This design comes from an exercise in tuning for small area on the open sky130 flow, not from production work. Function was checked by simulation only, so behaviour that the tests miss may differ from the original. No driver is modelled on the clock port, so clocking that relies on it looks cheaper here than on a real chip. No activity file was given, so power comes from the tool's default toggle rates.

==> flow/config.mk <==
export PLATFORM = sky130hd
export DESIGN_NAME = sync_fifo_top
export DESIGN_NICKNAME = sync_fifo_top
export VERILOG_FILES = /design/flow/design.v
export SDC_FILE = /design/flow/constraint.sdc
export NUM_CORES = 4
export LEC_CHECK = 0
export CAP_MARGIN = 20
export CORE_MARGIN = 2
export CORE_UTILIZATION = 30
export SLEW_MARGIN = 20
==> flow/constraint.sdc <==
create_clock -name core_clock -period 10.0 [get_ports {i_clk}]
set_input_delay 2.0000 -clock core_clock [delete_from_list [all_inputs] [get_ports {i_clk}]]
set_output_delay 2.0000 -clock core_clock [all_outputs]
set_load 0.01 [all_outputs]
==> flow/design.v <==
`timescale 1ns / 1ps
module tp_ram
#(				
    parameter   ADDR_WIDTH   =   9 ,
    parameter   DATA_WIDTH   =   8   
)
(
    input                               rst_n       ,
    input                               clka        ,
    input                               clkb        ,
    input                               wr_en       ,
    input   [ADDR_WIDTH - 1:0]          wr_addr     ,
    input   [DATA_WIDTH - 1:0]          din         ,        
    input                               rd_en       ,
    input   [ADDR_WIDTH - 1:0]          rd_addr     ,
    output  [DATA_WIDTH - 1:0]          dout        
);
localparam  depth   =   1 << ADDR_WIDTH ;
integer     i   ;
reg     [DATA_WIDTH - 1:0]  data_buffer[depth - 1:0]   ;                    
reg                         wr_conflict                ;
reg     [DATA_WIDTH - 1:0]  din_d1                     ;  
reg     [DATA_WIDTH - 1:0]  dout_buff                  ;
assign  dout = (wr_conflict == 1'b1) ? din_d1 : dout_buff   ;
always @(posedge clkb or negedge rst_n)begin
if(!rst_n)
    din_d1                   <= 0                 ;       
else
    din_d1                   <= din               ;   
end
always @(posedge clkb or negedge rst_n)begin
if(!rst_n)
    wr_conflict              <= 1'b0              ;       
else if(wr_en && rd_en && (wr_addr == rd_addr) )
    wr_conflict              <= 1'b1              ;  
else
    wr_conflict              <= 1'b0              ;  
end
always @(posedge clka or negedge rst_n)begin
if(!rst_n)
    for(i = 0; i < depth ;i = i + 1)
        data_buffer[i]          <= 0                   ;
else if(wr_en) 
    data_buffer[wr_addr]     <= din                 ;
else
    data_buffer[wr_addr]     <= data_buffer[wr_addr];  
end
always @(posedge clkb or negedge rst_n)begin
if(!rst_n)
    dout_buff             <=  0                   ;
else if(rd_en)   
    dout_buff             <= data_buffer[rd_addr] ;
else
    dout_buff             <=  dout_buff           ;  
end
endmodule
`timescale 1ns / 1ps
module sync_fifo
#(				
    parameter   ADDR_WIDTH   =   4 ,
    parameter   DATA_WIDTH   =   8   
)
(
    input                               i_rst_n  		,
    input                               i_clk    		,
    input                               i_wr_en  		,
    input                               i_rd_en  		,			 
    input   [DATA_WIDTH - 1:0]          i_din    		,
    output  [DATA_WIDTH - 1:0]     		o_dout   		,
	output   						    o_empty			,
  	output   						    o_full		 
);
localparam  depth   =   1 << ADDR_WIDTH ;
integer     i   ;
reg		[ADDR_WIDTH    :0]	count					   ;
reg		[ADDR_WIDTH - 1:0]	wr_addr					   ;
reg		[ADDR_WIDTH - 1:0]	rd_addr					   ;
wire						ram_wr_en				   ;
wire							ram_rd_en				   ;
wire						full					   ;
wire						empty					   ;
tp_ram
#(				
    .ADDR_WIDTH   (ADDR_WIDTH			) ,
    .DATA_WIDTH   (DATA_WIDTH			)   
)
u_tp_ram( 
    .rst_n       (i_rst_n	),
    .clka        (i_clk		),
    .clkb        (i_clk		),
    .wr_en       (ram_wr_en	),
    .wr_addr     (wr_addr	),
    .din         (i_din		),       
    .rd_en       (ram_rd_en	),
    .rd_addr     (rd_addr	),
    .dout        (o_dout	)
);
assign empty = (count == 0) ? 1'b1 : 1'b0 		;
assign full  = (count == depth) ? 1'b1 : 1'b0 	;
assign ram_wr_en = (i_wr_en && (~full))  ? 1'b1 : 1'b0 ;
assign ram_rd_en = (i_rd_en && (~empty)) ? 1'b1 : 1'b0 ;
assign o_empty   = empty ;
assign o_full    = full  ;
always @(posedge i_clk or negedge i_rst_n)begin
if(!i_rst_n)
    count             <=  0                   ;
else if(ram_wr_en && ram_rd_en)
    count             <= count   			  ;
else if(ram_wr_en)
    count             <= count   + 1'b1		  ;
else if(ram_rd_en)
    count             <= count   - 1'b1		  ;
else    
    count             <= count   			  ;	
end
always @(posedge i_clk or negedge i_rst_n)begin
if(!i_rst_n) 
    wr_addr          <=  0                    ;	 
else if(full == 0 && i_wr_en == 1 )   
    wr_addr          <=  wr_addr  + 1'b1      ; 
else    
    wr_addr          <=  wr_addr              ;
end
always @(posedge i_clk or negedge i_rst_n)begin
if(!i_rst_n) 
    rd_addr          <=  0                    ;	 
else if(empty == 0 && i_rd_en == 1 )   
    rd_addr          <=  rd_addr  + 1'b1      ; 
else    
    rd_addr          <=  rd_addr              ;
end
endmodule
module sync_fifo_top (
    input         i_clk,
    input         i_rst_n,
    input         i_wr_en,
    input         i_rd_en,
    input  [15:0] i_din,
    output [15:0] o_dout,
    output        o_empty,
    output        o_full
);
sync_fifo #(
    .ADDR_WIDTH (5),
    .DATA_WIDTH (16)
) u_fifo (
    .i_rst_n (i_rst_n),
    .i_clk   (i_clk),
    .i_wr_en (i_wr_en),
    .i_rd_en (i_rd_en),
    .i_din   (i_din),
    .o_dout  (o_dout),
    .o_empty (o_empty),
    .o_full  (o_full)
);
endmodule
==> flow/run.sh <==
#!/bin/bash
# synth_recipe.tcl (not shown) runs the flow's synth.tcl, then flattens the netlist and writes it again
# the make line also repeats each setting of config.mk as NAME=value (left out here)
make -C /OpenROAD-flow-scripts/flow DESIGN_CONFIG=/design/flow/config.mk WORK_HOME=/design/flow/orfs CLKGATE_MAP_FILE= SYNTH_SCRIPT=/design/flow/synth_recipe.tcl finish
==> flow_summary.ini, run 1 <==
[detailed_routing]
routed_wl_mm = 143
wire_per_inst_um = 33.1
viasPerCell = 6.37
drtIter0Drc = 4786
drtPass1Iterations = 9
drc = 0
vias = 27600
route.antenna.remaining_nets = 0

[synth]
synth_edf_count = 0
synthFlopType = dfrtp_1
ys_seq_area_share_pct = 48.4
syn_area_sq_mm = 0.0290
avgSynthCellArea_sq_um = 9.39
synthTopCellsByCount = nand2_1 (593), dfrtp_1 (561), o21ai_0 (500)
synth.distinct_cells = 80
synth.most_common_cell = nand2_1
synth_cells = 3088
yosysTopAreaCellShare_pct = 48.4
async_reset_ff_share_pct = 100
synth-seq-cells = 561
yosysTopAreaCell = dfrtp_1
synth_warnings = 3
synthTopCellsByArea = dfrtp_1 (48%), o21ai_0 (8.6%), nand2_1 (7.7%), mux2i_1 (4.6%), a22oi_1 (4.2%)

[clock_tree]
post_cts_buffers = 0
cts_sinks = 561
clk_path_buf_depth = 3
clk_latency_ns = 0.67
cts_tree = yes
clkTransAtPathRegs_ns = 0.06
cts.htree.levels = 2
cts_root_buf = clkbuf_16
cts_resized = 0
numCtsBuffers = 61
cts_hold_buf = 0

[die]
ios = 38
start_util_pct = 30.1
die_width_um = 315
core_sq_mm = 0.0963
die-area_sq_mm = 0.0992
fp-row-count = 114
die_h_um = 315

[run]
cap_violations = 0

[timing]
finalHoldViolCount = 0
post-route-period-util_pct = 52.6
setup_viol = 0
slew_headroom_pct = 14.9
drv_slew = 0
tns_ns = 0
period_minus_slack_ns = 5.26
rsz0062_at_grt = false
hold_ws_ns = 0.484
tightest_slew_ns = 1.26
fin_worst_skew_ns = 0.0279
fmax_mhz = 190

[power]
switching_share_pct = 49.1
pwr-share-comb_pct = 48.3
clockPowerShare_pct = 18.2
p_leak_nw = 14.3
irDropWorstVdd_uv = 209
power.switching_w = 0.00680
seq_power_share_pct = 33.5
power_density_mw_per_mm2 = 416
p_int_w = 0.00706

[layout]
final_util_pct = 34.6
area_growth_pct = 14.9
drive_gt1_share_pct = 12.1
stdcell_count = 4329
final_nets = 3039
fillers = 9810
stdcell_area_sq_mm = 0.0333

[worst_setup_path]
critPathCaptureType = register
cp.arrival_ns = 5.76
critical-path-max-stage-delay_ns = 1.01
crit_path_top_delay_cell = dfrtp_4
critPathMostFrequentCell = buf_4
cp_cell_sequence = buf_4 > nand3b_1 > buf_4 > o22ai_1 > a2111oi_0 > o2111ai_1 > o32ai_4 > o21ai_0
path_max_fanout = 48
rrSetupSlack_ns = 4.74
cp_data_required_time_ns = 10.50
cp-start-kind = register
crit_type = reg -> reg

[place]
gp_congestion = 1.02
dpl.hpwl_mm = 88.6
io_buffers = 37
dpl_cell_area_sq_mm = 0.0310
dp_cells = 4206

[global_route]
antenna_found_initial = 6
grtUsageTotal_pct = 28.3
grt_max_degree = 163
grt_overflow_total = 0
grt_pass1_wl_mm = 200
grt_pass1_vias = 25600

[min_path]
hold_path_class = reg -> reg

[outcome]
status = complete, no violations
## registers in the layout, summed over array words and instances, names as in the netlist
name                         flops
u_fifo.count                     6
u_fifo.rd_addr                   5
u_fifo.u_tp_ram.data_buffer    512
u_fifo.u_tp_ram.din_d1          16
u_fifo.u_tp_ram.dout_buff       16
u_fifo.u_tp_ram.wr_conflict      1
u_fifo.wr_addr                   5
## stage by stage
stage	worst slack [ns]	total power (W)
after global placement	5.08	0.0107
after global routing	4.70	0.0143
after floorplan	6.47	0.00799
final	4.74	0.0139
after CTS	5.11	0.0133
after detailed placement	5.00	0.0108
## power groups by stage
stage / Combinational (W) / Clock (W) / Sequential [W]
3_3_place_gp: 0.00615 / 0 / 0.00457
3_5_place_dp: 0.00626 / 0 / 0.00459
5_1_grt: 0.00692 / 0.00261 / 0.00472
2_1_floorplan: 0.00399 / 0 / 0.00399
4_1_cts: 0.00626 / 0.00252 / 0.00456
6_report: 0.00670 / 0.00252 / 0.00465
## cells by family after synthesis
logic type / share of synthesized area (%)
fa+ha+maj: 0.802
xor+xnor: 0.513
simple gates: 13.3
flops: 48.4
compound gates: 24.5
buf+inv: 5.33
mux: 7.11
## cells in the final DEF, fill, tap and decap left out, types with 23 or more instances in the layout
cell type,Yosys,layout
nor2_1,41,37
mux2i_1,134,134
dfrtp_1,561,555
o21ai_1,24,24
clkdlybuf4s50_1,0,36
o22ai_1,42,40
clkbuf_16,0,63
a32oi_1,37,37
nand2_1,593,593
nand3_1,47,43
inv_1,48,48
a21oi_1,55,55
nand4_1,23,23
o21ai_0,500,500
a22o_1,49,49
a22oi_1,162,162
buf_4,6,116
o221ai_1,24,24
mux2_2,50,50
## final timing paths
path / to / from / depth (start not counted)
max: u_fifo.u_tp_ram.data_buffer[10][10] / u_fifo.wr_addr[3] / 8
min: u_fifo.u_tp_ram.dout_buff[4] / u_fifo.u_tp_ram.dout_buff[4] / 2
max reg2reg: u_fifo.u_tp_ram.data_buffer[10][10] / u_fifo.wr_addr[3] / 8
min reg2reg: u_fifo.u_tp_ram.dout_buff[4] / u_fifo.u_tp_ram.dout_buff[4] / 2
max in group asynchronous: u_fifo.rd_addr[2] / i_rst_n / 2
min in group asynchronous: u_fifo.wr_addr[1] / i_rst_n / 1
## metal layers
layer / vias to the layer above / GRT usage (%) / routed length (um)
met1: 13400 / 36.0 / 52700
met2: 2394 / 39.1 / 57300
li1: 11100 / - / -
met3: 641 / 11.7 / 21700
met4: 6 / 18.6 / 11600
met5: - / 0.484 / 55
## layout make-up
cell class / count / area, sq um / share of cell area [%]
sequential: 561 / 14100 / 42.2
multi-input combinational: 2163 / 13800 / 41.5
clock buffer: 86 / 1830 / 5.50
tap: 1276 / 1600 / 4.79
timing repair buffer: 163 / 1420 / 4.27
clock inverter: 27 / 379 / 1.14
inverter: 51 / 191 / 0.574
antenna: 2 / 5.00 / 0.0150
## worst max-delay path: cells and delay by family (launching register included)
family | cells | cell delay (ns)
AOI/OAI and AO/OA | 5 | 2.24
and+or+nand+nor | 1 | 0.53
buffers and inverters | 2 | 1.17
DFF | 1 | 1.01
==> run 2: changes to the inputs <==
==> flow/design.v (replaced) <==
module sync_fifo_top (
    input         i_clk,
    input         i_rst_n,
    input         i_wr_en,
    input         i_rd_en,
    input  [15:0] i_din,
    output [15:0] o_dout,
    output        o_empty,
    output        o_full
);
reg  [511:0] mem;    
reg          p;      
reg  [5:0]   c;      
reg  [15:0]  dq;     
wire empty = c[5];
wire full  = ~c[5] & (&c[4:0]);
wire wr    = i_wr_en & ~full;
wire rd    = i_rd_en & ~empty;
assign o_empty = empty;
assign o_full  = full;
assign o_dout  = dq ^ {16{p}};
wire [511:0] above = {mem[495:0], i_din ^ {16{p}}};
wire [511:0] mem_nxt;
fifo_hold #(.W(512)) u_mem_nxt (
    .q(mem), .d(above), .ld(wr), .hd(~wr), .nxt(mem_nxt));
wire [32:0] sel;
genvar k, b;
generate
    for (k = 0; k < 32; k = k + 1) begin : g_sel
        assign sel[k] = rd & (c[4:0] == k);
    end
endgenerate
assign sel[32] = ~rd;
wire [15:0] dq_nxt;
generate
    for (b = 0; b < 16; b = b + 1) begin : g_bit
        wire [32:0] col;
        wire [10:0] y;
        for (k = 0; k < 32; k = k + 1) begin : g_col
            assign col[k] = mem[16*k + b];
        end
        assign col[32] = dq[b];
        for (k = 0; k < 11; k = k + 1) begin : g_aoi
            fifo_aoi3 u_aoi (.s(sel[3*k +: 3]), .d(col[3*k +: 3]), .y(y[k]));
        end
        fifo_and11 u_and (.y(y), .a(dq_nxt[b]));
    end
endgenerate
always @(posedge i_clk)
    mem <= mem_nxt;
always @(posedge i_clk or negedge i_rst_n) begin
    if (!i_rst_n) begin
        p  <= 1'b0;
        c  <= 6'h3f;
        dq <= 16'h0000;
    end else begin
        p  <= ~p;
        c  <= c + {5'b0, wr} - {5'b0, rd};
        dq <= dq_nxt;
    end
end
endmodule
module fifo_hold #(parameter W = 16) (
    input  [W-1:0] q,
    input  [W-1:0] d,
    input          ld,
    input          hd,
    output [W-1:0] nxt
);
assign nxt = ~((q | {W{ld}}) & (d | {W{hd}}));
endmodule
module fifo_aoi3 (
    input  [2:0] s,
    input  [2:0] d,
    output       y
);
assign y = ~|(s & d);
endmodule
module fifo_and11 (
    input  [10:0] y,
    output        a
);
assign a = ~(~&y[3:0] | ~&y[7:4] | ~&y[10:8]);
endmodule
--- a/flow/config.mk
+++ b/flow/config.mk
@@ -9,3 +9,8 @@
 export CORE_MARGIN = 2
-export CORE_UTILIZATION = 30
+export CORE_UTILIZATION = 60
+export CTS_BUF_LIST = sky130_fd_sc_hd__clkbuf_8
+export CTS_CLUSTER_DIAMETER = 50
+export CTS_CLUSTER_SIZE = 20
 export SLEW_MARGIN = 20
+export SYNTH_HIERARCHICAL = 1
+export SYNTH_MINIMUM_KEEP_SIZE = 0
==> run 2 against run 1 <==
Power is 58% lower; largest power group is now sequential cells; core utilization is 30 points higher; largest cell class unchanged; critical path type is now in -> reg; synthesized area is 38% lower.
==> flow_summary.ini, run 2 <==
[outcome]
status = complete, no violations

[worst_setup_path]
cp-start-kind = input pin
cp.arrival_ns = 5.99
critical-path-max-stage-delay_ns = 0.90
cp_cell_sequence = clkdlybuf4s50_1 > nand2_8 > buf_4 > buf_12 > buf_4 > o22ai_1
crit_path_top_delay_cell = buf_4
critPathMostFrequentCell = buf_4
path_max_fanout = 229
critPathCaptureType = register
cp_data_required_time_ns = 10.44
crit_type = in -> reg

[die]
die_h_um = 177
die_width_um = 177
fp-row-count = 63
ios = 38
core_sq_mm = 0.0296
start_util_pct = 60.8
die-area_sq_mm = 0.0314

[clock_tree]
post_cts_buffers = 0
cts_hold_buf = 0
clk_path_buf_depth = 3
numCtsBuffers = 43
cts_resized = 0
cts.htree.levels = 2
cts_root_buf = clkbuf_8
clk_latency_ns = 0.60
cts_sinks = 535
cts_tree = yes
clkTransAtPathRegs_ns = 0.12

[timing]
tns_ns = 0
fmax_mhz = 180
period_minus_slack_ns = 5.55
drv_slew = 0
tightest_slew_ns = 1.19
finalHoldViolCount = 0
hold_ws_ns = 0.451
post-route-period-util_pct = 55.5
setup_viol = 0
rsz0062_at_grt = false
slew_headroom_pct = 20.3
fin_worst_skew_ns = 0.0372

[global_route]
grt_pass1_vias = 12100
grt_pass1_wl_mm = 72.2
grtUsageTotal_pct = 29.8
grt_overflow_total = 0
grt_max_degree = 230
antenna_found_initial = 2

[layout]
regMostFlops = mem
reg_top3 = mem x512, dq x16, c x6
fillers = 2373
drive_gt1_share_pct = 9.68
largest_reg_flops = 512
final_nets = 1538
stdcell_area_sq_mm = 0.0192
area_growth_pct = 6.59
layout_common_cells = o22ai_1 (512), dfxtp_1 (512), a222oi_1 (176)

[synth]
yosysTopAreaCellShare_pct = 57.0
ys_seq_area_share_pct = 60.3
synth_edf_count = 0
syn_area_sq_mm = 0.0180
synthTopCellsByArea = dfxtp_1 (57%), o22ai_1 (18%), a222oi_1 (9.8%), buf_6 (2.9%), dfrtp_1 (2.4%)
async_reset_ff_share_pct = 4.30
synthTopCellsByCount = dfxtp_1 (512), o22ai_1 (512), a222oi_1 (176)
synth.distinct_cells = 31
synth_cells = 1524
synth-seq-cells = 535
avgSynthCellArea_sq_um = 11.8
synth_warnings = 7
yosysTopAreaCell = dfxtp_1
synthFlopType = dfxtp_1

[detailed_routing]
drc = 0
viasPerCell = 7.07
wire_per_inst_um = 24.7
routed_wl_mm = 47.6
vias = 13600
drtPass1Iterations = 9
route.antenna.remaining_nets = 0
drtIter0Drc = 2129

[place]
io_buffers = 37
dpl.hpwl_mm = 28.8
gp_congestion = 0.802
dpl_cell_area_sq_mm = 0.0181

[run]
cap_violations = 0

[power]
p_leak_nw = 6.86
irDropWorstVdd_uv = 156
power.switching_w = 0.00191
power_density_mw_per_mm2 = 304
switching_share_pct = 32.8
p_int_w = 0.00392
clockPowerShare_pct = 23.1
p_total_w = 0.00583
pwr-share-comb_pct = 19.7
seq_power_share_pct = 57.2

[min_path]
hold_path_class = reg -> reg
-- run 2: changes by cell type after synthesis, moves of 165 or more --
cell | previous run | this run
nand2_1 | 593 | 2
dfrtp_1 | 561 | 17
dfxtp_1 | 0 | 512
o21ai_0 | 500 | 1
o22ai_1 | 42 | 512
clkbuf_1 | 237 | 1
a222oi_1 | 11 | 176
-- run 2: layout make-up --
type	instances	area (sq um)	share of cell area (%)
antenna	1	2.50	0.0131
inverter	11	53.8	0.281
tap	390	488	2.55
clock buffer	44	606	3.16
sequential	535	10800	56.5
multi-input combinational	857	6210	32.4
clock inverter	32	393	2.05
timing repair buffer	60	572	2.98
-- run 2: per-stage QoR --
step	setup slack (ns)	std cells	util (%)
final	4.45	1930	64.8
after CTS	4.67	1928	64.8
after global routing	4.28	1929	64.8
after floorplan	6.04	1524	-
after global placement	4.10	1852	61.4
after detailed placement	4.04	1852	61.4
-- run 2: critical path: cells and delay by family --
kind | cells | cell delay (ns)
compound gates | 1 | 0.17
simple gates | 1 | 0.40
buf+inv | 4 | 2.96
-- run 2: Yosys stat by module (local to each module, per instance), a selection --
module	cell area, sq um	flip-flops and latches
fifo_aoi3	10.0	0
sync_fifo_top	11600	535
fifo_and11	27.5	0
-- run 2: kinds of logic (layout without fill, tap and decap cells) --
family	count (synthesis)	after routing	share of synthesized area, %
AO/OA/AOI/OAI	695	695	27.9
flip-flops	535	535	60.3
buffers and inverters	132	147	5.64
AND/OR/NAND/NOR	115	115	3.68
XOR/XNOR	37	37	1.80
adder cells (fa/ha/maj)	10	10	0.738
other	0	1	0
-- run 2: worst paths after layout --
kind | startpoint | end | slack (ns) | cells past startpoint
setup / recovery | i_wr_en | mem[328] | 4.45 | 6
min in group asynchronous | i_rst_n | dq[5] | 1.79 | 2
max in group asynchronous | i_rst_n | c[3] | 7.89 | 2
hold reg to reg | mem[124] | mem[140] | 0.45 | 1
hold / removal | mem[124] | mem[140] | 0.45 | 1
setup reg to reg | c[2] | mem[328] | 5.05 | 8
-- run 2: power groups by stage --
stage	logic, W	clock network [W]	registers, W
floorplan	0.000844	0	0.00321
global placement	0.00109	0	0.00335
detailed placement	0.00113	0	0.00337
CTS	0.00113	0.00137	0.00332
global route	0.00124	0.00146	0.00342
finish	0.00115	0.00135	0.00334
-- run 2: routing by layer --
metal | part of all wire (%) | global-route usage [%] | up-vias
met5 | 0 | 0 | -
met4 | 1.3 | 4.96 | 0
met3 | 10 | 6.83 | 54
met2 | 43 | 43.1 | 590
met1 | 46 | 45.8 | 6588
li1 | - | - | 6409
==> run 3: changes to the inputs <==
--- a/flow/design.v
+++ b/flow/design.v
@@ -32,3 +32,3 @@
 endgenerate
-assign sel[32] = ~rd;
+assign sel[32] = 1'b0;
 wire [15:0] dq_nxt;
@@ -41,3 +41,3 @@
         end
-        assign col[32] = dq[b];
+        assign col[32] = 1'b0;
         for (k = 0; k < 11; k = k + 1) begin : g_aoi
@@ -45,3 +45,3 @@
         end
-        fifo_and11 u_and (.y(y), .a(dq_nxt[b]));
+        fifo_dqn u_dqn (.y(y), .q(dq[b]), .hd(~rd), .nxt(dq_nxt[b]));
     end
@@ -78,7 +78,9 @@
 endmodule
-module fifo_and11 (
+module fifo_dqn (
     input  [10:0] y,
-    output        a
+    input         q,
+    input         hd,
+    output        nxt
 );
-assign a = ~(~&y[3:0] | ~&y[7:4] | ~&y[10:8]);
+assign nxt = ~((hd & q) | ~&y[3:0] | ~&y[7:4] | ~&y[10:8]);
 endmodule
--- a/flow/config.mk
+++ b/flow/config.mk
@@ -10,5 +10,2 @@
 export CORE_UTILIZATION = 60
-export CTS_BUF_LIST = sky130_fd_sc_hd__clkbuf_8
-export CTS_CLUSTER_DIAMETER = 50
-export CTS_CLUSTER_SIZE = 20
 export SLEW_MARGIN = 20
==> run 3 against run 2 <==
Sequential share of layout area fell by 2.9 points; via count rose by 2.6%; core utilization rose by 3.3 points; highest routed layer unchanged; cell area rose by 5.3%; combinational power fell by 7%; critical endpoint is now mem[87]; worst setup slack improved by 0.45 ns; die area rose by 0.46%.
==> flow_summary.ini, run 3 <==
[worst_setup_path]
cp.arrival_ns = 5.57
cp_data_required_time_ns = 10.48
crit_path_top_delay_cell = clkinv_8
critical-path-max-stage-delay_ns = 0.80
path_max_fanout = 233
cp-start-kind = input pin
cp_cell_sequence = clkdlybuf4s50_1 > nand2_8 > clkinv_8 > buf_12 > buf_16 > o22ai_1
crit_type = in -> reg
critPathCaptureType = register

[global_route]
grt_max_degree = 281
grt_pass1_vias = 12700
grtUsageTotal_pct = 31.0
grt_pass1_wl_mm = 75.1
antenna_found_initial = 0
grt_overflow_total = 0

[detailed_routing]
drtIter0Drc = 2005
highest_layer = met4
routed_wl_mm = 49.4
met3_wirelength_mm = 4.16
wire_per_inst_um = 24.9
route.antenna.remaining_nets = 0
vias = 14000
dr_wl_met2_mm = 22.7
drtPass1Iterations = 6
drc = 0
viasPerCell = 7.06
wl_met1_mm = 21.4

[timing]
tns_ns = 0
slew_headroom_pct = 20.1
fmax_mhz = 196
drv_slew = 0
period_minus_slack_ns = 5.10
post-route-period-util_pct = 51.0
finalHoldViolCount = 0
fin_worst_skew_ns = 0.0243
rsz0062_at_grt = false
tightest_slew_ns = 1.20
setup_viol = 0

[clock_tree]
cts_sinks = 535
cts_resized = 0
cts_root_buf = clkbuf_16
numCtsBuffers = 52
clk_latency_ns = 0.58
post_cts_buffers = 0
clkTransAtPathRegs_ns = 0.06
clk_path_buf_depth = 3
cts_hold_buf = 0
cts_tree = yes
cts.htree.levels = 2

[layout]
area_growth_pct = 11.7
stdcell_count = 1982
largest_reg_flops = 512
reg_top3 = mem x512, dq x16, c x6
final_util_pct = 68.1
regMostFlops = mem
diodes = 0
stdcell_area_sq_mm = 0.0202
layout_common_cells = o22ai_1 (512), dfxtp_1 (512), a222oi_1 (176)
final_nets = 1578
drive_gt1_share_pct = 10.3

[synth]
synth-seq-cells = 535
syn_area_sq_mm = 0.0181
synth_warnings = 7
synth.distinct_cells = 32
synthFlopType = dfxtp_1
synth_cells = 1525
synthTopCellsByArea = dfxtp_1 (57%), o22ai_1 (18%), a222oi_1 (9.8%), buf_6 (2.9%), dfrtp_1 (2.4%)
ys_seq_area_share_pct = 60.0
synthTopCellsByCount = dfxtp_1 (512), o22ai_1 (512), a222oi_1 (176)
synth_edf_count = 0
yosysTopAreaCell = dfxtp_1
async_reset_ff_share_pct = 4.30
yosysTopAreaCellShare_pct = 56.8
avgSynthCellArea_sq_um = 11.8

[die]
die-area_sq_mm = 0.0315
fp-row-count = 63
die_width_um = 178
die_h_um = 178
ios = 38
start_util_pct = 60.9
core_sq_mm = 0.0296

[power]
power_density_mw_per_mm2 = 317
p_leak_nw = 7.33
irDropWorstVdd_uv = 206

[place]
io_buffers = 37
dpl_cell_area_sq_mm = 0.0184
gp_congestion = 0.824
dpl.hpwl_mm = 27.8
dp_cells = 1883

[run]
cap_violations = 0

[outcome]
status = complete, no violations

[min_path]
hold_path_class = reg -> reg
==> run 3: changes by cell type after synthesis, sizes merged <==
| cell | previous run | this run |
|---|---|---|
| conb | 0 | 1 |
| a2111oi | 0 | 16 |
| nor3 | 17 | 1 |
==> run 3: worst max-delay path, delay by kind of cell <==
family	cells	cell delay, ns
simple gates	1	0.65
buf+inv	4	2.12
compound gates	1	0.34
==> run 3: power breakdown <==
group | internal [W] | total, W | switching (W)
clock | 0.00118 | 0.00199 | 0.000809
sequential | 0.00281 | 0.00334 | 0.000532
combinational | 0.000522 | 0.00107 | 0.000548
total | 0.00451 | 0.00640 | 0.00189
==> run 3: kinds of logic after synthesis <==
family	count (synthesis)	synth area share, %
flops	535	60.0
xor+xnor	37	1.79
compound gates	711	29.1
other cells	1	0.0208
buf+inv	132	5.61
simple gates	99	2.78
fa+ha+maj	10	0.734
==> run 3: layout make-up <==
type	instances	area [sq um]
clock buffers	85	1610
clock inverters	13	158
fillers	2287	9460
inverters	11	53.8
multi-input cells	889	6470
flip-flops and latches	535	10800
well taps	390	488
repair buffers	59	568
==> run 3: routing by layer <==
layer | track usage [%] | vias to the layer above
li1 | - | 6503
met1 | 43.4 | 6824
met2 | 48.7 | 579
met3 | 6.51 | 87
met4 | 8.71 | 0
met5 | 0 | -
==> run 3: final timing paths <==
kind	to	slack (ns)	cells after the start	startpoint
max in group asynchronous	p	7.77	2	i_rst_n
max reg2reg	mem[87]	5.53	8	c[2]
min in group asynchronous	dq[13]	1.86	2	i_rst_n
min	mem[511]	0.44	1	mem[511]
max	mem[87]	4.90	6	i_wr_en
min reg2reg	mem[511]	0.44	1	mem[511]
==> run 3: stage by stage <==
stage / power [W] / hold slack, ns / setup slack [ns]
6_report: 0.00640 / 0.442 / 4.90
5_1_grt: 0.00669 / 0.456 / 4.78
4_1_cts: 0.00640 / 0.445 / 5.01
3_5_place_dp: 0.00442 / 0.438 / 4.39
3_3_place_gp: 0.00437 / 0.430 / 4.46
2_1_floorplan: 0.00404 / 0.422 / 5.77
==> run 3: Yosys stat by module (local to each module, per instance), excerpt <==
module         copies in the design  flops+latches
sync_fifo_top                     1            535
fifo_dqn                         16              0
fifo_aoi3                       176              0
==> run 4: changes to the inputs <==
--- a/flow/design.v
+++ b/flow/design.v
@@ -32,3 +32,3 @@
 endgenerate
-assign sel[32] = 1'b0;
+assign sel[32] = ~rd;
 wire [15:0] dq_nxt;
@@ -41,3 +41,3 @@
         end
-        assign col[32] = 1'b0;
+        assign col[32] = dq[b];
         for (k = 0; k < 11; k = k + 1) begin : g_aoi
@@ -45,3 +45,5 @@
         end
-        fifo_dqn u_dqn (.y(y), .q(dq[b]), .hd(~rd), .nxt(dq_nxt[b]));
+        wire [2:0] z;
+        fifo_nand u_nand (.y(y), .z(z));
+        assign dq_nxt[b] = ~|z;
     end
@@ -78,9 +80,7 @@
 endmodule
-module fifo_dqn (
+module fifo_nand (
     input  [10:0] y,
-    input         q,
-    input         hd,
-    output        nxt
+    output [2:0]  z
 );
-assign nxt = ~((hd & q) | ~&y[3:0] | ~&y[7:4] | ~&y[10:8]);
+assign z = {~&y[10:8], ~&y[7:4], ~&y[3:0]};
 endmodule
==> flow/flow/run.sh (new file) <==
#!/bin/bash
# Layout: the standard flow (standard.sh), with two changes passed to
# ORFS through its own variables:
#  - clock tree synthesis without dummy loads,
#  - port buffers of the smallest buffer cell.
# The full output goes to flow.log; ORFS's per-step logs are under orfs/logs.
set -euo pipefail
export CTS_ARGS="-sink_clustering_enable -repair_clock_nets -dont_use_dummy_load -buf_list sky130_fd_sc_hd__clkbuf_16 -sink_clustering_size 35 -sink_clustering_max_diameter 60"
export BUFFER_PORTS_ARGS="-buffer_cell sky130_fd_sc_hd__buf_1"
bash standard.sh finish > flow.log 2>&1
==> flow/standard.sh (new file) <==
#!/bin/bash
# synth_recipe.tcl (not shown) runs the flow's synth.tcl, then flattens the netlist and writes it again
# the make line also repeats each setting of config.mk as NAME=value (left out here)
make -C /OpenROAD-flow-scripts/flow DESIGN_CONFIG=/design/flow/config.mk WORK_HOME=/design/flow/orfs CLKGATE_MAP_FILE= SYNTH_SCRIPT=/design/flow/synth_recipe.tcl "${@:-finish}"
--- a/flow/config.mk
+++ b/flow/config.mk
@@ -10,2 +10,5 @@
 export CORE_UTILIZATION = 60
+export CTS_BUF_LIST = sky130_fd_sc_hd__clkbuf_8
+export CTS_CLUSTER_DIAMETER = 50
+export CTS_CLUSTER_SIZE = 20
 export SLEW_MARGIN = 20
removed: flow/run.sh
==> run 4 against run 3 <==
Combinational power about the same; via count fell by 3.3%; maximum frequency grew 22%; die area is 0.89% lower; core utilization down 4.4 points; first-iteration DRC count is 1.9% lower; still clean on timing, DRC and antenna; critical endpoint is now mem[34]; hold slack improved by 0.0017 ns.
==> flow_summary.ini, run 4 <==
[synth]
avgSynthCellArea_sq_um = 11.7
synth_compound_area_share_pct = 28.0
synth-seq-cells = 535
synth_edf_count = 0
yosysTopAreaCell = dfxtp_1
synth.distinct_cells = 30
async_reset_ff_share_pct = 4.30
synthFlopType = dfxtp_1
synthTopCellsByCount = dfxtp_1 (512), o22ai_1 (512), a222oi_1 (176)
synth_warnings = 7
syn_area_sq_mm = 0.0179
synth_fa_ha_area_share_pct = 0.741
synth_top_family_by_area = compound AO/OA/AOI/OAI gates
ys_seq_area_share_pct = 60.5
synth.area.mux_share_pct = 0
yosysTopAreaCellShare_pct = 57.3
synth_xor_area_share_pct = 1.81
synth_cells = 1524
synthTopCellsByArea = dfxtp_1 (57%), o22ai_1 (18%), a222oi_1 (9.8%), buf_6 (2.9%), dfrtp_1 (2.4%)
synthSimpleGateAreaFrac_pct = 3.25

[timing]
tns_ns = 0
finalHoldViolCount = 0
hold_ws_ns = 0.444
fin_worst_skew_ns = 0.0341
fmax_mhz = 240
rsz0062_at_grt = false
period_minus_slack_ns = 4.16
tightest_slew_ns = 1.10
drv_slew = 0
setup_viol = 0
slew_headroom_pct = 26.6
post-route-period-util_pct = 41.6

[worst_setup_path]
cp.arrival_ns = 4.52
critical-path-max-stage-delay_ns = 0.80
crit_path_top_delay_cell = inv_8
critPathCaptureType = register
worstPathBufferInverterCount = 3
cp_data_required_time_ns = 10.36
cp_cell_sequence = buf_1 > nand2_8 > inv_8 > buf_12 > o22ai_1
path_delay_family = buffers and inverters
cp-start-kind = input pin
path_max_fanout = 225
crit_type = in -> reg

[place]
dpl_cell_area_sq_mm = 0.0178
gp_congestion = 0.796
dpl.hpwl_mm = 27.6
io_buffers = 37
dp_cells = 1857

[detailed_routing]
viasPerCell = 7.14
drtPass1Iterations = 9
route.antenna.remaining_nets = 0
routed_wl_mm = 45.9
drc = 0
wire_per_inst_um = 24.3
drtIter0Drc = 1966
vias = 13500

[layout]
drive_gt1_share_pct = 5.98
stdcell_area_sq_mm = 0.0188
diodes = 0
layout_common_cells = o22ai_1 (512), dfxtp_1 (512), a222oi_1 (176)
stdcell_count = 1894
reg_top3 = mem x512, dq x16, c x6
regMostFlops = mem
fillers = 2399
final_nets = 1536
largest_reg_flops = 512
area_growth_pct = 4.87
final_util_pct = 63.7

[outcome]
status = complete, no violations

[die]
die-area_sq_mm = 0.0312
die_width_um = 177
die_h_um = 177
start_util_pct = 60.7
core_sq_mm = 0.0295
fp-row-count = 63
ios = 38

[global_route]
grt_overflow_total = 0
grt_pass1_vias = 12100
grt_pass1_wl_mm = 70.1
grt_max_degree = 226
grtUsageTotal_pct = 28.7
antenna_found_initial = 0

[clock_tree]
clk_latency_ns = 0.53
clkTransAtPathRegs_ns = 0.09
cts_tree = yes
cts.htree.levels = 2
cts_root_buf = clkbuf_16
cts_sinks = 535
numCtsBuffers = 37
cts_hold_buf = 0
cts_resized = 0
post_cts_buffers = 0
clk_path_buf_depth = 3

[power]
power_density_mw_per_mm2 = 305
p_leak_nw = 6.69
irDropWorstVdd_uv = 203

[run]
cap_violations = 0

[min_path]
hold_path_class = reg -> reg
run 4: cell count changes after synthesis:
cell,change
a2111oi_2,-16
nor3_1,+16
conb_1,-1
run 4: routing by layer:
metal | track usage (%) | vias to the layer above | part of all wire (%)
met5 | 0 | - | 0
met4 | 8.88 | 0 | 2.7
met3 | 3.50 | 61 | 6.8
met2 | 45.2 | 461 | 46
met1 | 41.3 | 6633 | 44
li1 | - | 6374 | -
run 4: metrics by stage:
step | worst slack (ns) | power, W
2_1_floorplan | 6.04 | 0.00403
3_3_place_gp | 5.44 | 0.00437
3_5_place_dp | 5.39 | 0.00442
4_1_cts | 5.85 | 0.00573
5_1_grt | 5.67 | 0.00601
6_report | 5.84 | 0.00572
run 4: worst paths after layout:
kind / start / to / slack [ns] / depth (start not counted)
setup / recovery: i_wr_en / mem[34] / 5.84 / 5
hold / removal: mem[268] / mem[284] / 0.44 / 1
setup reg to reg: c[3] / mem[119] / 6.33 / 7
hold reg to reg: mem[268] / mem[284] / 0.44 / 1
max in group asynchronous: i_rst_n / c[5] / 8.18 / 2
min in group asynchronous: i_rst_n / dq[10] / 1.46 / 2
run 4: power by group:
part	total (W)	switching, W	internal (W)
logic	0.00105	0.000578	0.000470
registers	0.00335	0.000541	0.00281
clock network	0.00133	0.000669	0.000657
run 4: cell families (layout without fill, tap and decap cells):
| logic type | after synthesis | count (layout) |
|---|---|---|
| adder cells (fa/ha/maj) | 10 | 10 |
| AO/OA/AOI/OAI | 695 | 695 |
| XOR/XNOR | 37 | 37 |
| buffers and inverters | 132 | 112 |
| flip-flops | 535 | 535 |
| AND/OR/NAND/NOR | 115 | 115 |
run 4: per-module statistics from Yosys, one instance, submodules excluded, a selection:
module         cells inside  flops+latches  times used
fifo_aoi3                 1              0         176
sync_fifo_top           674            535           1
fifo_nand                 3              0          16
run 4: cell type report:
class | instances | area, sq um | area share (%)
timing repair buffer | 64 | 367 | 1.95
tap | 390 | 488 | 2.60
inverter | 11 | 48.8 | 0.260
multi-input combinational | 857 | 6110 | 32.5
clock buffer | 37 | 926 | 4.93
sequential | 535 | 10800 | 57.7
run 4: worst reg2reg max path, delay by kind of cell, from the launching register on:
kind	cells	cell delay (ns)
simple gates	3	0.95
flops	1	0.57
fa+ha+maj	1	0.21
compound gates	1	0.16
buf+inv	2	1.59
==> run 5: changes to the inputs <==
--- a/flow/design.v
+++ b/flow/design.v
@@ -45,5 +45,3 @@
         end
-        wire [2:0] z;
-        fifo_nand u_nand (.y(y), .z(z));
-        assign dq_nxt[b] = ~|z;
+        fifo_and11 u_and (.y(y), .a(dq_nxt[b]));
     end
@@ -80,7 +78,7 @@
 endmodule
-module fifo_nand (
+module fifo_and11 (
     input  [10:0] y,
-    output [2:0]  z
+    output        a
 );
-assign z = {~&y[10:8], ~&y[7:4], ~&y[3:0]};
+assign a = ~(~&y[3:0] | ~&y[7:4] | ~&y[10:8]);
 endmodule
--- a/flow/flow/run.sh
+++ b/flow/flow/run.sh
@@ -7,3 +7,3 @@
 set -euo pipefail
-export CTS_ARGS="-sink_clustering_enable -repair_clock_nets -dont_use_dummy_load -buf_list sky130_fd_sc_hd__clkbuf_16 -sink_clustering_size 35 -sink_clustering_max_diameter 60"
+export CTS_ARGS="-sink_clustering_enable -repair_clock_nets -dont_use_dummy_load -buf_list sky130_fd_sc_hd__clkbuf_8 -sink_clustering_size 20 -sink_clustering_max_diameter 50"
 export BUFFER_PORTS_ARGS="-buffer_cell sky130_fd_sc_hd__buf_1"
==> run 5 against run 4 <==
Synthesized cell count is the same; still clean; critical endpoint is now o_full; worst setup slack better by 0.052 ns; combinational power is 6% higher; clock power fell by 25%.
==> flow_summary.ini, run 5 <==
[clock_tree]
post_cts_buffers = 0
cts_root_buf = clkbuf_8
cts_resized = 0
cts_sinks = 535
clk_latency_ns = 0.59
numCtsBuffers = 41
cts.htree.levels = 2
clk_path_buf_depth = 3
cts_hold_buf = 0
cts_tree = yes
clkTransAtPathRegs_ns = 0.11

[synth]
synth_cells = 1524
synthSimpleGateAreaFrac_pct = 3.68
synth_xor_area_share_pct = 1.80
avgSynthCellArea_sq_um = 11.8
synth.area.mux_share_pct = 0
synth-seq-cells = 535
async_reset_ff_share_pct = 4.30
yosysTopAreaCellShare_pct = 57.0
synth_compound_area_share_pct = 27.9
synth_edf_count = 0
synthTopCellsByCount = dfxtp_1 (512), o22ai_1 (512), a222oi_1 (176)
ys_seq_area_share_pct = 60.3
synth.distinct_cells = 31
syn_area_sq_mm = 0.0180
synth_fa_ha_area_share_pct = 0.738
yosysTopAreaCell = dfxtp_1
synth_top_family_by_area = compound AO/OA/AOI/OAI gates
synth_warnings = 7
synthTopCellsByArea = dfxtp_1 (57%), o22ai_1 (18%), a222oi_1 (9.8%), buf_6 (2.9%), dfrtp_1 (2.4%)
synthFlopType = dfxtp_1

[die]
ios = 38
die_h_um = 177
fp-row-count = 63
die_width_um = 177
start_util_pct = 60.8
die-area_sq_mm = 0.0314
core_sq_mm = 0.0296

[worst_setup_path]
crit_type = reg -> out
cp_data_required_time_ns = 8.00
worstPathBufferInverterCount = 2
cp_cell_sequence = ha_1 > nand3_1 > or3_4 > inv_1 > buf_1
crit_path_top_delay_cell = dfstp_2
cp-start-kind = register
critPathCaptureType = primary output
cp.arrival_ns = 2.11
path_max_fanout = 4
critical-path-max-stage-delay_ns = 0.56
path_delay_family = simple AND/OR/NAND/NOR gates

[timing]
post-route-period-util_pct = 41.1
setup_viol = 0
tightest_slew_ns = 1.22
drv_slew = 0
period_minus_slack_ns = 4.11
hold_ws_ns = 0.433
tns_ns = 0
slew_headroom_pct = 18.8
fin_worst_skew_ns = 0.0493
finalHoldViolCount = 0
rsz0062_at_grt = false
fmax_mhz = 243

[detailed_routing]
viasPerCell = 7.20
vias = 13600
route.antenna.remaining_nets = 0
routed_wl_mm = 49.0
drtPass1Iterations = 8
wire_per_inst_um = 25.9
drc = 0
drtIter0Drc = 2253

[power]
irDropWorstVdd_uv = 137
p_leak_nw = 6.56
switching_share_pct = 33.1
p_int_w = 0.00366
power_density_mw_per_mm2 = 295
seq_power_share_pct = 61.3
clockPowerShare_pct = 18.4
power.switching_w = 0.00181
pwr-share-comb_pct = 20.3

[run]
cap_violations = 0

[global_route]
antenna_found_initial = 2
use_met1_pct = 46.9
grtUsageTotal_pct = 31.0
grt_pass1_wl_mm = 74.6
grt_use_met2_pct = 45.4
grt_pass1_vias = 12300
met3_usage_pct = 6.53
grt.busiest_layer = met1
grt_overflow_total = 0
grt_max_degree = 223

[place]
gp_congestion = 0.812
dpl.hpwl_mm = 29.7
io_buffers = 37
dpl_cell_area_sq_mm = 0.0179

[layout]
regMostFlops = mem
layout_common_cells = o22ai_1 (512), dfxtp_1 (512), a222oi_1 (176)
final_nets = 1536
reg_top3 = mem x512, dq x16, c x6
drive_gt1_share_pct = 7.98
diodes = 0
largest_reg_flops = 512
final_util_pct = 62.7
stdcell_area_sq_mm = 0.0185
area_growth_pct = 3.08

[min_path]
hold_path_class = reg -> reg

[outcome]
status = complete, no violations
==> run 5: cell count changes after synthesis <==
cell    before  now
nor3_1      17    1
nor3_2       0   16
==> run 5: modules after synthesis (local to each module, per instance), excerpt <==
| module | flip-flops and latches | cell area [sq um] | cells | copies in the design |
|---|---|---|---|---|
| fifo_and11 | 0 | 27.5 | 4 | 16 |
| fifo_aoi3 | 0 | 10.0 | 1 | 176 |
| sync_fifo_top | 535 | 11600 | 658 | 1 |
==> run 5: kinds of logic (layout without fill, tap and decap cells) <==
kind of cell	after synthesis	in the layout
buf+inv	132	112
flops	535	535
xor+xnor	37	37
fa+ha+maj	10	10
compound gates	695	695
simple gates	115	115
==> run 5: per-layer routing <==
layer  up-vias  share of wire (%)
met3        78                9.3
met1      6606                 46
met2       584                 43
met5         -              0.027
met4         2                1.9
li1       6363                  -
==> run 5: power by group through the flow <==
stage	logic, W	clock network (W)	registers, W
detailed placement	0.00108	0	0.00338
finish	0.00111	0.00100	0.00335
global placement	0.00105	0	0.00336
floorplan	0.000844	0	0.00321
global route	0.00120	0.00111	0.00344
CTS	0.00109	0.00103	0.00333
==> run 5: per-stage QoR <==
step           instances  total power (W)  worst slack, ns
6_report            1894          0.00547             5.89
5_1_grt             1894          0.00575             5.81
4_1_cts             1892          0.00545             5.84
3_5_place_dp        1851          0.00447             5.48
3_3_place_gp        1851          0.00441             5.57
2_1_floorplan       1524          0.00406             6.04
==> run 5: final timing paths <==
| kind | end | startpoint | slack [ns] | cells past startpoint |
|---|---|---|---|---|
| hold reg to reg | mem[399] | mem[383] | 0.43 | 1 |
| min in group asynchronous | dq[5] | i_rst_n | 1.43 | 2 |
| max in group asynchronous | c[3] | i_rst_n | 8.19 | 2 |
| setup / recovery | o_full | c[3] | 5.89 | 5 |
| setup reg to reg | mem[270] | c[3] | 6.42 | 7 |
| hold / removal | mem[399] | mem[383] | 0.43 | 1 |
==> run 5: layout make-up <==
type                       count  area, sq um
fill                        2453        11000
multi-input combinational    857         6240
sequential                   535        10800
clock buffer                  41          564
timing repair buffer          60          360
tap                          390          488
inverter                      11         48.8
==> run 6: changes to the inputs <==
--- a/flow/design.v
+++ b/flow/design.v
@@ -45,3 +45,5 @@
         end
-        fifo_and11 u_and (.y(y), .a(dq_nxt[b]));
+        wire [2:0] z;
+        fifo_nand u_nand (.y(y), .z(z));
+        assign dq_nxt[b] = ~|z;
     end
@@ -78,7 +80,7 @@
 endmodule
-module fifo_and11 (
+module fifo_nand (
     input  [10:0] y,
-    output        a
+    output [2:0]  z
 );
-assign a = ~(~&y[3:0] | ~&y[7:4] | ~&y[10:8]);
+assign z = {~&y[10:8], ~&y[7:4], ~&y[3:0]};
 endmodule
==> flow/flow/run.sh (replaced) <==
#!/bin/bash
# Layout: the standard flow (standard.sh), with these changes passed to
# ORFS through its own variables:
#  - clock tree synthesis without dummy loads, with clkbuf_8 leaf buffers of
#    up to 24 flip-flops, then post_cts.tcl sizes up clock buffers whose
#    flip-flop clock slew would be high,
#  - port buffers of the smallest buffer cell,
#  - power recovery (downsizing gates off the critical paths) after global
#    routing.
# The full output goes to flow.log; ORFS's per-step logs are under orfs/logs.
set -euo pipefail
export CTS_ARGS="-sink_clustering_enable -repair_clock_nets -dont_use_dummy_load -buf_list sky130_fd_sc_hd__clkbuf_8 -sink_clustering_size 24 -sink_clustering_max_diameter 60"
export BUFFER_PORTS_ARGS="-buffer_cell sky130_fd_sc_hd__buf_1"
export POST_CTS_TCL="$PWD/flow/post_cts.tcl"
export RECOVER_POWER=100
bash standard.sh finish > flow.log 2>&1
==> flow/flow/post_cts.tcl (new file) <==
set clk_slew_limit 0.122
set big sky130_fd_sc_hd__clkbuf_16

proc clk_sink_slew { inst } {
  set opin [get_pins -of_objects $inst -filter "direction == output"]
  set net [get_nets -of_objects $opin]
  set m 0.0
  set leaf 1
  foreach p [get_pins -of_objects $net -filter "direction == input"] {
    set s [get_property $p slew_max]
    if { $s > $m } { set m $s }
    set c [get_cells -of_objects $p]
    if { [string match "sky130_fd_sc_hd__clkbuf*" [get_property $c ref_name]] } {
      set leaf 0
    }
  }
  return [list $m $leaf]
}

estimate_parasitics -placement
set bufs [get_cells -filter "ref_name =~ sky130_fd_sc_hd__clkbuf_*"]
foreach inst $bufs {
  lassign [clk_sink_slew $inst] m leaf
  if { !$leaf && $m > 0.1 && [get_property $inst ref_name] ne $big } {
    puts "post_cts: [get_full_name $inst] (not a leaf) -> $big"
    replace_cell $inst $big
  }
}
estimate_parasitics -placement
foreach inst $bufs {
  lassign [clk_sink_slew $inst] m leaf
  if { $leaf && $m > $clk_slew_limit && [get_property $inst ref_name] ne $big } {
    puts "post_cts: [get_full_name $inst] sink slew [format %.4f $m] -> $big"
    replace_cell $inst $big
  }
}
estimate_parasitics -placement
set worst 0.0
foreach inst $bufs {
  lassign [clk_sink_slew $inst] m leaf
  if { $leaf && $m > $worst } { set worst $m }
}
puts "post_cts: worst estimated flip-flop clock slew [format %.4f $worst]"
detailed_placement
check_placement -verbose
--- a/flow/config.mk
+++ b/flow/config.mk
@@ -9,6 +9,4 @@
 export CORE_MARGIN = 2
-export CORE_UTILIZATION = 60
-export CTS_BUF_LIST = sky130_fd_sc_hd__clkbuf_8
-export CTS_CLUSTER_DIAMETER = 50
-export CTS_CLUSTER_SIZE = 20
+export CORE_UTILIZATION = 70
+export PLACE_DENSITY = 0.72
 export SLEW_MARGIN = 20
==> run 6 against run 5 <==
The layout now fails its checks (capacitance limit, slew limit); largest cell class unchanged; combinational power shrank 7%; synthesized area down 0.45%; highest routed layer is now met4; synthesized cell count unchanged.
==> flow_summary.ini, run 6 <==
[worst_setup_path]
path_max_fanout = 166
crit_path_top_delay_cell = clkbuf_1
cp.arrival_ns = 6.57
crit_type = in -> reg
critical-path-max-stage-delay_ns = 2.55
cp_data_required_time_ns = 10.31
critPathCaptureType = register
cp-start-kind = input pin
cp_cell_sequence = buf_1 > nand2_8 > inv_8 > clkbuf_1 > o22ai_1

[timing]
finalHoldViolCount = 0
drv_slew = 165
tightest_slew_ns = 3.55
rsz0062_at_grt = false
slew_headroom_pct = -137
fin_worst_skew_ns = 0.0332
setup_viol = 0
post-route-period-util_pct = 62.6
fmax_mhz = 160
hold_ws_ns = 0.445
fin_ws_ns = 3.74
tns_ns = 0
period_minus_slack_ns = 6.26

[detailed_routing]
met3_wirelength_mm = 3.80
drc = 0
dr_wl_met2_mm = 20.7
drtPass1Iterations = 9
wl_met1_mm = 18.2
highest_layer = met4
vias = 13700
drtIter0Drc = 2416
routed_wl_mm = 44.9
route.antenna.remaining_nets = 0
viasPerCell = 7.52
wire_per_inst_um = 24.6

[place]
io_buffers = 37
dpl.hpwl_mm = 27.1
gp_congestion = 0.871
dpl_cell_area_sq_mm = 0.0177
place_ws_ns = 5.14

[global_route]
antenna_found_initial = 1
grt_overflow_total = 0
grt_pass1_vias = 12300
grt_pass1_wl_mm = 69.1
grtUsageTotal_pct = 32.7
grt_max_degree = 260

[layout]
fillers = 1814
diodes = 0
regMostFlops = mem
final_util_pct = 72.8
layout_common_cells = o22ai_1 (512), dfxtp_1 (512), a222oi_1 (176)
largest_reg_flops = 512
final_nets = 1527
reg_top3 = mem x512, dq x16, c x6
drive_gt1_share_pct = 4.95
stdcell_area_sq_mm = 0.0183
multiInputGateArea_sq_mm = 0.00608
seq_area_sq_mm = 0.0108
area_growth_pct = 2.15

[synth]
async_reset_ff_share_pct = 4.30
synth.distinct_cells = 30
synth-seq-cells = 535
avgSynthCellArea_sq_um = 11.7
synthTopCellsByCount = dfxtp_1 (512), o22ai_1 (512), a222oi_1 (176)
synthTopCellsByArea = dfxtp_1 (57%), o22ai_1 (18%), a222oi_1 (9.8%), buf_6 (2.9%), dfrtp_1 (2.4%)
synth_edf_count = 0
synth_warnings = 7
synth_cells = 1524
synthFlopType = dfxtp_1
yosysTopAreaCellShare_pct = 57.3
syn_area_sq_mm = 0.0179
yosysTopAreaCell = dfxtp_1
ys_seq_area_share_pct = 60.5

[clock_tree]
cts_sinks = 535
clkTransAtPathRegs_ns = 0.12
clk_latency_ns = 0.58
cts_tree = yes

[run]
cap_violations = 4

[die]
die_width_um = 164
die_h_um = 164
fp-row-count = 58
start_util_pct = 71.3
ios = 38
core_sq_mm = 0.0251
die-area_sq_mm = 0.0269

[outcome]
status = complete, but fails checks
violations = capacitance limit, slew limit

[power]
power_density_mw_per_mm2 = 295
seq_power_share_pct = 62.3
power.switching_w = 0.00173
p_int_w = 0.00366
clockPowerShare_pct = 18.6
pwr-share-comb_pct = 19.1
irDropWorstVdd_uv = 218
p_leak_nw = 6.49
switching_share_pct = 32.1

[min_path]
hold_path_class = reg -> reg
-- run 6: changes by cell type after synthesis --
cell	delta
nor3_1	+16
nor3_2	-16
-- run 6: cell families after synthesis --
group	after synthesis	synth area share [%]
AO/OA/AOI/OAI	695	28.0
XOR/XNOR	37	1.81
adder cells (fa/ha/maj)	10	0.741
buffers and inverters	132	5.66
AND/OR/NAND/NOR	115	3.25
flip-flops	535	60.5
-- run 6: cell type report --
| cell class | instances | share of cell area (%) |
|---|---|---|
| Clock buffer | 31 | 3.07 |
| Timing Repair Buffer | 61 | 1.86 |
| Tap cell | 330 | 2.26 |
| Inverter | 11 | 0.267 |
| Multi-Input combinational cell | 857 | 33.3 |
| Sequential cell | 535 | 59.3 |
-- run 6: path summary, 6_finish.rpt --
| path | cells after the start | end | slack, ns | start |
|---|---|---|---|---|
| setup / recovery | 5 | mem[342] | 3.74 | i_wr_en |
| hold / removal | 1 | mem[436] | 0.45 | mem[420] |
| setup reg to reg | 5 | mem[342] | 4.31 | c[5] |
| hold reg to reg | 1 | mem[436] | 0.45 | mem[420] |
| max in group asynchronous | 2 | dq[4] | 7.21 | i_rst_n |
| min in group asynchronous | 2 | dq[5] | 1.88 | i_rst_n |
-- run 6: per-stage QoR --
stage,power (W),std cells
3_3_place_gp,0.00434,1794
6_report,0.00539,1825
3_5_place_dp,0.00441,1794
5_1_grt,0.00565,1825
2_1_floorplan,0.00403,1524
-- run 6: per-layer routing --
| layer | global-route usage, % | vias to the layer above |
|---|---|---|
| met2 | 51.2 | 616 |
| met3 | 4.55 | 103 |
| met4 | 14.6 | 0 |
| met1 | 45.5 | 6661 |
| li1 | - | 6335 |
| met5 | 0 | - |
-- run 6: power groups by stage --
| stage | clock (W) | sequential, W | combinational, W |
|---|---|---|---|
| floorplan | 0 | 0.00321 | 0.000821 |
| global placement | 0 | 0.00336 | 0.000975 |
| detailed placement | 0 | 0.00339 | 0.00102 |
| global route | 0.00109 | 0.00344 | 0.00112 |
| finish | 0.00100 | 0.00336 | 0.00103 |
-- run 6: per-module statistics from Yosys (local to each module, per instance), a selection --
module / area (sq um) / cells / times used / flops+latches
fifo_aoi3: 10.0 / 1 / 176 / 0
fifo_nand: 17.5 / 3 / 16 / 0
sync_fifo_top: 11700 / 674 / 1 / 535
-- run 6: critical path: cells and delay by family --
kind | cells | cell delay, ns
simple gates | 1 | 0.46
buf+inv | 3 | 3.54
compound gates | 1 | 0.36
==> run 7: changes to the inputs <==
--- a/flow/flow/run.sh
+++ b/flow/flow/run.sh
@@ -6,5 +6,3 @@
 #    flip-flop clock slew would be high,
-#  - port buffers of the smallest buffer cell,
-#  - power recovery (downsizing gates off the critical paths) after global
-#    routing.
+#  - port buffers of the smallest buffer cell.
 # The full output goes to flow.log; ORFS's per-step logs are under orfs/logs.
@@ -14,3 +12,2 @@
 export POST_CTS_TCL="$PWD/flow/post_cts.tcl"
-export RECOVER_POWER=100
 bash standard.sh finish > flow.log 2>&1
--- a/flow/flow/post_cts.tcl
+++ b/flow/flow/post_cts.tcl
@@ -1,2 +1,2 @@
-set clk_slew_limit 0.122
+set clk_slew_limit 0.110
 set big sky130_fd_sc_hd__clkbuf_16
@@ -23,3 +23,3 @@
   lassign [clk_sink_slew $inst] m leaf
-  if { !$leaf && $m > 0.1 && [get_property $inst ref_name] ne $big } {
+  if { !$leaf && [get_property $inst ref_name] ne $big } {
     puts "post_cts: [get_full_name $inst] (not a leaf) -> $big"
==> run 7 against run 6 <==
Now clean on timing, DRC and antenna; core utilization rose by 0.26 points; via count decreased by 0.31%; worst setup slack improved by 1.9 ns; critical path depth increased by 1; flip-flop and latch count is the same; first-iteration DRC count rose by 4.6%; register-to-register slack improved by 2.1 ns; global-route usage rose by 0.066 points; sequential share of layout area shrank 0.21 points; synthesized cell count stayed put.
==> flow_summary.ini, run 7 <==
[die]
start_util_pct = 71.3
fp-row-count = 58
core_sq_mm = 0.0251
ios = 38
die_h_um = 164
die-area_sq_mm = 0.0269
die_width_um = 164

[synth]
synthTopCellsByArea = dfxtp_1 (57%), o22ai_1 (18%), a222oi_1 (9.8%), buf_6 (2.9%), dfrtp_1 (2.4%)
synth_fa_ha_area_share_pct = 0.741
synthTopCellsByCount = dfxtp_1 (512), o22ai_1 (512), a222oi_1 (176)
synth.distinct_cells = 30
synth_warnings = 7
synth_top_family_by_area = compound AO/OA/AOI/OAI gates
synth_cells = 1524
synth_compound_area_share_pct = 28.0
syn_area_sq_mm = 0.0179
async_reset_ff_share_pct = 4.30
synth-seq-cells = 535
yosysTopAreaCell = dfxtp_1
synth.area.mux_share_pct = 0
avgSynthCellArea_sq_um = 11.7
ys_seq_area_share_pct = 60.5
yosysTopAreaCellShare_pct = 57.3
synth_xor_area_share_pct = 1.81
synth_edf_count = 0
synthSimpleGateAreaFrac_pct = 3.25
synthFlopType = dfxtp_1

[place]
gp_congestion = 0.871
dpl_cell_area_sq_mm = 0.0177
dpl.hpwl_mm = 27.1
dp_cells = 1794
place_ws_ns = 5.14
io_buffers = 37

[power]
power_density_mw_per_mm2 = 296
seq_power_share_pct = 61.9
irDropWorstVdd_uv = 217
p_int_w = 0.00369
p_leak_nw = 6.53
clockPowerShare_pct = 19.1
power.switching_w = 0.00174
pwr-share-comb_pct = 19.0
switching_share_pct = 32.0

[clock_tree]
cts_tree = yes
clk_latency_ns = 0.57
cts_sinks = 535
clkTransAtPathRegs_ns = 0.09

[min_path]
hp-start = mem[508]
holdPathStages = 1
hold_path_class = reg -> reg
holdPathEnd = mem[508]

[detailed_routing]
wire_per_inst_um = 24.6
drtIter0Drc = 2528
vias = 13700
drtPass1Iterations = 10
routed_wl_mm = 45.0
viasPerCell = 7.49
drc = 0
route.antenna.remaining_nets = 0

[timing]
fmax_mhz = 232
slew_headroom_pct = 24.7
fin_worst_skew_ns = 0.0277
fin_ws_ns = 5.69
post-route-period-util_pct = 43.1
setup_viol = 0
period_minus_slack_ns = 4.31
finalHoldViolCount = 0
tns_ns = 0
tightest_slew_ns = 1.13
drv_slew = 0
rsz0062_at_grt = false

[layout]
drive_gt1_share_pct = 5.42
largest_reg_flops = 512
reg_top3 = mem x512, dq x16, c x6
stdcell_area_sq_mm = 0.0183
final_nets = 1527
area_growth_pct = 2.52
layout_common_cells = o22ai_1 (512), dfxtp_1 (512), a222oi_1 (176)
regMostFlops = mem
final_util_pct = 73.1
stdcell_count = 1826

[global_route]
grtUsageTotal_pct = 32.8
grt_pass1_wl_mm = 69.2
grt_pass1_vias = 12300
antenna_found_initial = 1
grt_max_degree = 260
grt_overflow_total = 0

[worst_setup_path]
r2r_cells = 7
cp_cell_sequence = buf_1 > nand2b_1 > nor3_4 > a222oi_1 > nand4_1 > nor3_1
cp-start-kind = input pin
crit_path_top_delay_cell = nor3_4
crit_type = in -> reg
critPathCaptureType = register
rrSetupSlack_ns = 6.37
critical-path-max-stage-delay_ns = 1.02
r2r-start = c[2]
r2r-end = mem[457]
path_max_fanout = 18
cp.arrival_ns = 4.74
cp_data_required_time_ns = 10.43

[run]
cap_violations = 0

[outcome]
status = complete, no violations
==> run 7: cell types whose count changed in the layout (fill, tap and decap cells not counted), moves of 2 or more <==
cell / change
clkbuf_16: +3
clkbuf_8: -3
clkbuf_1: -3
buf_4: +2
==> run 7: metal layers <==
| metal | track usage [%] | vias up | wire (um) |
|---|---|---|---|
| met5 | 0 | - | 0 |
| met4 | 14.4 | 0 | 2070 |
| met3 | 4.24 | 94 | 3560 |
| met2 | 51.5 | 571 | 20800 |
| met1 | 45.7 | 6665 | 18600 |
| li1 | - | 6342 | - |
==> run 7: worst max-delay path: cells and delay by family <==
family                 cells  cell delay, ns
AOI/OAI and AO/OA          1            0.29
buffers and inverters      1            0.35
and+or+nand+nor            4            2.08
==> run 7: per-stage QoR <==
step | hold slack [ns] | power [W]
after floorplan | 0.422 | 0.00403
after global placement | 0.430 | 0.00434
after detailed placement | 0.438 | 0.00441
after global routing | 0.460 | 0.00569
final | 0.451 | 0.00542
==> run 7: worst max path at each step <==
stage / slack (ns) / from / to
2_1_floorplan: 6.04 / i_rd_en / c[4]
3_3_place_gp: 5.21 / i_wr_en / mem[323]
3_5_place_dp: 5.14 / i_wr_en / mem[353]
5_1_grt: 5.42 / i_wr_en / mem[257]
6_report: 5.69 / i_rd_en / dq[11]
==> run 7: power by group through the flow <==
stage          sequential [W]  clock [W]  combinational (W)
2_1_floorplan         0.00321          0           0.000821
3_3_place_gp          0.00336          0           0.000975
3_5_place_dp          0.00339          0            0.00102
5_1_grt               0.00344    0.00112            0.00113
6_report              0.00336    0.00103            0.00103
==> run 7: modules after synthesis (local to each module, per instance), excerpt <==
module	flops+latches	cells
sync_fifo_top	535	674
fifo_nand	0	3
fifo_aoi3	0	1
==> run 7: cell type report <==
type | instances | area, sq um
multi-input combinational | 857 | 6110
fill | 1802 | 6760
inverter | 11 | 48.8
clock buffer | 31 | 596
timing repair buffer | 61 | 348
tap | 330 | 413
sequential | 535 | 10800
antenna | 1 | 2.50
==> run 7: logic make-up (layout without fill, tap and decap cells) <==
family	after synthesis	in the layout
compound gates	695	695
xor+xnor	37	37
fa+ha+maj	10	10
buf+inv	132	103
flops	535	535
other cells	0	1
simple gates	115	115

-- afterwards: timing with drivers on the ports --
In the flow no input, the clock included, has a driving cell. The finished layouts below were timed again as built, in two steps. Step 1, drivers: a clkbuf_16 drives i_clk and a buf_2 each remaining input, both assumed. Step 2 also shifts input and output timing later by t, the mid clock arrival at the registers, as if the neighbouring blocks saw the same clock. a / b / c = ideal ports / drivers / drivers and shift; a / b = the first two.
| run | t (ns) | setup slack, ns | worst setup path after step 2 | worst data-port slew with drivers (ns) |
|---|---|---|---|---|
| run 1 | 0.738 | 4.742 / 4.742 / 4.742 | register to register | 0.05 |
| run 2 | 0.628 | 4.453 / 4.483 / 3.855 | input to register | 0.08 |
| run 3 | 0.623 | 4.905 / 4.938 / 4.315 | input to register | 0.04 |
| run 4 | 0.566 | 5.840 / 5.819 / 5.298 | input to register | 0.04 |
| run 5 | 0.613 | 5.892 / 5.844 / 5.425 | input to register | 0.06 |
| run 6 | 0.609 | 3.745 / 3.767 / 3.159 | input to register | 0.03 |
| run 7 | 0.609 | 5.694 / 5.718 / 5.109 | input to register | 0.03 |
The setup slack of run 2, which loses most, moves by +0.030 ns with the drivers and by -0.598 ns with both steps.
